From an optimization exercise on the open Yosys and OpenROAD flow, aimed at small area and a short achievable clock period; shortcuts taken in it are not production practice.
In this exercise RTL edits were held to simulation tests only and were not proved equivalent to the original.
Power is estimated from default activity; no workload was simulated.

==> flow/design.v (excerpt) <==
module rvcpu (
  input  wire          clk,
  input  wire          rst,
  input  wire [31 : 0] inst,
  output wire [63 : 0] inst_addr,
  output wire          inst_ena,
  output wire          wb_ena,
  output wire [4 : 0]  wb_addr,
  output wire [63 : 0] wb_data
);
  wire [1:0] o65 = inst[6:5];
  wire [2:0] o42 = inst[4:2];
  wire [2:0] f3  = inst[14:12];
  wire [4:0] rd  = inst[11:7];
  wire [4:0] rs1 = inst[19:15];
  wire [4:0] rs2 = inst[24:20];
  wire       b30 = inst[30];
  wire       b31 = inst[31];
  wire o65_00 = (o65 == 2'b00);
  wire o65_01 = (o65 == 2'b01);
  wire o65_11 = (o65 == 2'b11);
  wire c_opimm   = o65_00 & (o42 == 3'b100);
  wire c_opimm32 = o65_00 & (o42 == 3'b110);
  wire c_op      = o65_01 & (o42 == 3'b100);
  wire c_op32    = o65_01 & (o42 == 3'b110);
  wire c_auipc   = o65_00 & (o42 == 3'b101);
  wire c_lui     = o65_01 & (o42 == 3'b101);
  wire c_store   = o65_01 & (o42 == 3'b000);
  wire c_branch  = o65_11 & (o42 == 3'b000);
  wire c_jal     = o65_11 & (o42 == 3'b011);
  wire c_jalr    = o65_11 & (o42 == 3'b001) & (f3 == 3'b000);
  wire wr_en = o65_00 | (o42 == 3'b100) | (o42 == 3'b110) | c_store | c_branch
             | c_jal | c_jalr | c_lui;
  wire en  = ~rst;
  wire c_r   = c_op | c_op32;                
  wire c_i   = c_opimm | c_opimm32;
  wire use_rs2 = c_r;                        
  wire f_addsub = (f3 == 3'b000);
  wire f_sll    = (f3 == 3'b001);
  wire f_slt    = (f3 == 3'b010);
  wire f_sltu   = (f3 == 3'b011);
  wire f_xor    = (f3 == 3'b100);
  wire f_srx    = (f3 == 3'b101);
  wire f_or     = (f3 == 3'b110);
  wire f_and    = (f3 == 3'b111);
  wire is_sll  = (c_i & f_sll & ~b30) | (c_r & f_sll & ~b31);
  wire is_srx  = (c_i | c_r) & f_srx;
  wire is_sra  = (c_i & f_srx & b30) | (c_r & f_srx & b31);
  wire is_slt  = ((c_opimm | c_op) & (f_slt | f_sltu)) | c_branch;
  wire is_xor  = (c_opimm | c_op) & f_xor;
  wire is_or   = (c_opimm | c_op) & f_or;
  wire is_and  = (c_opimm | c_op) & f_and;
  wire is_pc   = c_auipc | c_lui | c_jal | c_jalr | c_branch;
  wire is_sub  = (c_r & f_addsub & b31) | (is_slt & ~c_branch);
  wire is_add  = ~(is_sll | is_srx | is_slt | is_xor | is_or | is_and);
  wire is_unsigned = c_opimm & f_sltu;
  ...
Size: ~170 I/O pins, ~0.10 mm2 of cells after synthesis.
clock: 12.0 ns
lec_check: 0
cap_margin: 35
core_margin: 2
core_utilization: 55
cts_cluster_diameter: 80
cts_cluster_size: 20
slew_margin: 35
synth_hierarchical: 1
standard.sh (not shown) runs the stock make flow with config.mk's settings and CLKGATE_MAP_FILE= SYNTH_SCRIPT=/design/flow/synth_recipe.tcl, a recipe that flattens the netlist after the stock synthesis.
==> flow/flow/run.sh <==
#!/bin/bash
# Layout flow: the standard flow (standard.sh: ORFS from synthesis to
# finish, with config.mk's settings) with two changes:
#  - timing repair aims at 5.75 ns of setup slack (SETUP_SLACK_MARGIN);
#  - at the end of global routing, post_grt.tcl recovers area: cells off the
#    critical paths get smaller drive strengths while the worst setup slack is
#    kept (downsize.tcl, changed cells keeping 0.1 ns of slack above the worst, with the load limits in caplimits.tcl).
# ORFS writes each step's log under orfs/logs; standard.sh's own output goes
# to standard.log here.
set -euo pipefail
export SETUP_SLACK_MARGIN=5.75
export DS_GUARD=0.1
export POST_GLOBAL_ROUTE_TCL="$PWD/flow/post_grt.tcl"
bash standard.sh > standard.log 2>&1
==> flow/flow/downsize.tcl <==
proc ds_log {msg} { puts "DOWNSIZE: $msg" }
source [file join [file dirname [info script]] caplimits.tcl]
array set ::ds_fam {}
set ds_dont_use {}
if {[info exists ::env(DONT_USE_CELLS)]} { set ds_dont_use $::env(DONT_USE_CELLS) }
foreach lc [get_lib_cells */*] {
  set n [get_name $lc]
  if {[lsearch -exact $ds_dont_use $n] >= 0} continue
  if {![regexp {^(sky130_fd_sc_hd__[a-z0-9]+)_([0-9]+)$} $n -> fam sz]} continue
  if {[regexp {^sky130_fd_sc_hd__(df|edf|sdf|dl|clk|tap|fill|decap|conb|probe|lpflow|dly|ebuf|einv)} $fam]} continue
  lappend ::ds_fam($fam) [list [get_property $lc area] $n]
}
foreach f [array names ::ds_fam] { set ::ds_fam($f) [lsort -real -index 0 -unique $::ds_fam($f)] }
# the port buffers the flow inserts (clkdlybuf4s*) may become plain buffers
foreach lc [get_lib_cells */sky130_fd_sc_hd__clkdlybuf4s*] {
  if {[regexp {^(sky130_fd_sc_hd__clkdlybuf4s[0-9]+)_([0-9]+)$} [get_name $lc] -> fam sz]} {
    set ::ds_fam($fam) $::ds_fam(sky130_fd_sc_hd__buf)
  }
}
set ::ds_margin 0.3
if {[info exists ::env(DS_MARGIN)]} { set ::ds_margin $::env(DS_MARGIN) }
set ::ds_scene [sta::cmd_scene]
set ::ds_guard 0.15
if {[info exists ::env(DS_GUARD)]} { set ::ds_guard $::env(DS_GUARD) }

proc ds_est {} { estimate_parasitics -global_routing }
proc ds_viol {} { return [expr {[sta::max_slew_violation_count] + [sta::max_capacitance_violation_count]}] }
# does instance name (now of master ref) keep the margin to its limits?
proc ds_ok_limits {name ref} {
  global ds_maxcap ds_margin ds_scene
  set key [string range $ref 17 end]
  if {![info exists ds_maxcap($key)]} { return 0 }
  foreach p [get_pins -of_objects [get_cells $name] -filter "direction == output"] {
    set n [get_nets -quiet -of_objects $p]
    if {$n eq ""} continue
    set cap [expr {[$n capacitance $ds_scene max] * 1e12}]
    if {$cap > (1.0 - $ds_margin) * $ds_maxcap($key)} { return 0 }
    foreach q [get_pins -of_objects $n] {
      set sl [get_property $q slew_max]
      if {$sl ne "" && $sl > (1.0 - $ds_margin) * 1.5} { return 0 }
    }
  }
  return 1
}
# worst setup slack at the outputs of instance name
proc ds_slack {name} {
  set s 1e9
  foreach p [get_pins -of_objects [get_cells $name] -filter "direction == output"] {
    set ps [get_property $p slack_max]
    if {$ps ne "" && $ps < $s} { set s $ps }
  }
  return $s
}
# changes: list of {name old new}
proc ds_apply {changes} { foreach c $changes { replace_cell [lindex $c 0] [lindex $c 2] } }
proc ds_revert {changes} { foreach c $changes { replace_cell [lindex $c 0] [lindex $c 1] } }
proc ds_judge {changes} {
  global ds_floor ds_v0
  ds_apply $changes
  ds_est
  set ok [expr {[worst_slack -max] >= $ds_floor && [ds_viol] <= $ds_v0}]
  if {$ok} {
    foreach c $changes {
      if {![ds_ok_limits [lindex $c 0] [lindex $c 2]] || [ds_slack [lindex $c 0]] < $ds_floor + $::ds_guard} { set ok 0; break }
    }
  }
  if {!$ok} { ds_revert $changes; ds_est }
  return $ok
}
proc ds_try {changes} {
  global ds_accepted ds_tests
  if {[llength $changes] == 0} return
  incr ds_tests
  if {[ds_judge $changes]} { lappend ds_accepted {*}$changes; return }
  if {[llength $changes] == 1} return
  set h [expr {[llength $changes] / 2}]
  ds_try [lrange $changes 0 [expr {$h - 1}]]
  ds_try [lrange $changes $h end]
}

ds_est
set wns0 [worst_slack -max]
set ::ds_floor $wns0
set ::ds_v0 [ds_viol]
ds_log "start wns $wns0 slew/cap violations $::ds_v0"
set t0 [clock milliseconds]
set ::ds_accepted {}
set ::ds_tests 0
# two rounds: first to the smallest size, then to the next smaller size
foreach round {0 1} {
  set cands {}
  foreach c [get_cells *] {
    set ref [get_property $c ref_name]
    if {![regexp {^(sky130_fd_sc_hd__[a-z0-9]+)_([0-9]+)$} $ref -> fam sz]} continue
    if {![info exists ::ds_fam($fam)]} continue
    set a [get_property [get_lib_cells */$ref] area]
    set smaller {}
    foreach o $::ds_fam($fam) { if {[lindex $o 0] < $a} { lappend smaller [lindex $o 1] } }
    if {[llength $smaller] == 0} continue
    set dbi [[ord::get_db_block] findInst [get_full_name $c]]
    if {$dbi eq "NULL"} continue
    set onclk 0
    foreach it [$dbi getITerms] {
      set nt [$it getNet]
      if {$nt ne "NULL" && [$nt getSigType] eq "CLOCK"} { set onclk 1 }
    }
    if {$onclk} continue
    set s 1e9
    foreach p [get_pins -of_objects $c -filter "direction == output"] {
      set ps [get_property $p slack_max]
      if {$ps ne "" && $ps < $s} { set s $ps }
    }
    if {$s < $::ds_floor + $::ds_guard + 0.02} continue
    # sizes whose load limit keeps the margin (the load does not depend on the size)
    set capok {}
    set cap 0.0
    foreach p [get_pins -of_objects $c -filter "direction == output"] {
      set n [get_nets -quiet -of_objects $p]
      if {$n ne ""} { set cap [expr {max($cap, [$n capacitance $::ds_scene max] * 1e12)}] }
    }
    foreach o $smaller {
      set key [string range $o 17 end]
      if {[info exists ::ds_maxcap($key)] && $cap <= (1.0 - $::ds_margin) * $::ds_maxcap($key)} { lappend capok $o }
    }
    if {[llength $capok] == 0} continue
    set new [expr {$round == 0 ? [lindex $capok 0] : [lindex $capok end]}]
    lappend cands [list $s [get_full_name $c] $ref $new]
  }
  set cands [lsort -real -decreasing -index 0 $cands]
  # quick look at each change alone (the parasitics of the nets it touches are
  # then only estimated, so this only sorts out hopeless changes)
  set changes {}
  foreach cd $cands {
    lassign $cd s name ref new
    replace_cell $name $new
    set good [expr {[worst_slack -max] >= $::ds_floor && [ds_viol] <= $::ds_v0 && [ds_ok_limits $name $new] && [ds_slack $name] >= $::ds_floor + $::ds_guard}]
    replace_cell $name $ref
    if {$good} { lappend changes [list $name $ref $new] }
  }
  ds_est
  ds_log "round $round: [llength $changes] candidates"
  set B 256
  for {set i 0} {$i < [llength $changes]} {incr i $B} {
    ds_try [lrange $changes $i [expr {$i + $B - 1}]]
  }
  ds_log "round $round: [llength $::ds_accepted] changes kept after $::ds_tests tests, [expr {([clock milliseconds]-$t0)/1000}] s"
}
set saved 0.0
foreach c $::ds_accepted {
  set saved [expr {$saved + [get_property [get_lib_cells */[lindex $c 1]] area] - [get_property [get_lib_cells */[lindex $c 2]] area]}]
}
ds_est
ds_log "changed [llength $::ds_accepted] cells, saved [format %.1f $saved] um2; wns [worst_slack -max]"
Other scripts of this flow, unchanged in this note and not shown: flow/flow/caplimits.tcl, flow/flow/post_grt.tcl
Rerun with:
==> flow/flow/run.sh (replaced) <==
#!/bin/bash
# Layout flow: the standard flow (standard.sh: ORFS from synthesis to
# finish, with config.mk's settings) with two changes:
#  - timing repair aims at 5.5 ns of setup slack (SETUP_SLACK_MARGIN);
#  - at the end of global routing, post_grt.tcl recovers area: cells off the
#    critical paths get smaller drive strengths while the worst setup slack is
#    kept (downsize.tcl, with the load limits in caplimits.tcl).
# ORFS writes each step's log under orfs/logs; standard.sh's own output goes
# to standard.log here.
set -euo pipefail
export SETUP_SLACK_MARGIN=5.5
export POST_GLOBAL_ROUTE_TCL="$PWD/flow/post_grt.tcl"
bash standard.sh > standard.log 2>&1
CAP_MARGIN = 25   (was 35)
SLEW_MARGIN = 25   (was 35)
The new run went through all stages and came out clean.
Total power stays flat.
Setup slack improved by 0.15 ns.
Clock-buffer cell count goes down by 3.
Final area goes up by 0.82%.
Hold slack got worse by 0.012 ns.
Via count hardly moves.
Core utilization goes up by 0.53 points.
Rerun with:
CAP_MARGIN = 35   (was 25)
SLEW_MARGIN = 35   (was 25)
Outcome: Routed wire length falls slightly. Final cell count rises slightly. Design area rises slightly. Worst setup slack gets better by 0.018 ns. Count of clock-buffer cells in the layout falls by 2. First-iteration DRC count falls by a few percent. Die area does not change.
Rerun with:
--- a/flow/flow/run.sh
+++ b/flow/flow/run.sh
@@ -3,3 +3,3 @@
 # finish, with config.mk's settings) with two changes:
-#  - timing repair aims at 5.5 ns of setup slack (SETUP_SLACK_MARGIN);
+#  - timing repair aims at 5.75 ns of setup slack (SETUP_SLACK_MARGIN);
 #  - at the end of global routing, post_grt.tcl recovers area: cells off the
@@ -10,3 +10,3 @@
 set -euo pipefail
-export SETUP_SLACK_MARGIN=5.5
+export SETUP_SLACK_MARGIN=5.75
 export POST_GLOBAL_ROUTE_TCL="$PWD/flow/post_grt.tcl"
=> Area after synthesis is unchanged. Design area went down by 0.50%. Sequential power barely changes.

-- afterwards: timing with drivers on the ports --
Ports are ideal in the flow. The routed layouts listed here were re-timed in OpenROAD.
Step 1: set_driving_cell puts a clkbuf_16 on clk and a buf_2 on each other input, an assumption about the parent block.
Step 2, shift: input delay + t, output delay - t, t = (earliest + latest rising clock arrival at the registers) / 2. This alone moves slack from input paths to output paths.
Slacks: ideal ports / drivers / drivers and shift; pairs: ideal ports / drivers.
| run | shift t [ns] | slack for setup (ns) | worst register clock-pin slew, ns |
|---|---|---|---|
| the first run | 0.913 | 5.121 / 5.116 / 4.204 | 0.09 / 0.09 |
| the second run | 0.904 | 5.273 / 5.248 / 4.344 | 0.09 / 0.09 |
| the third run | 0.892 | 5.291 / 5.279 / 4.387 | 0.09 / 0.09 |
| the fourth run | 0.912 | 5.265 / 5.259 / 4.347 | 0.09 / 0.09 |
After both steps every run listed still meets setup and hold. The setup slack of the second run, which loses most, moves by -0.025 ns with the drivers and by -0.929 ns with both steps.
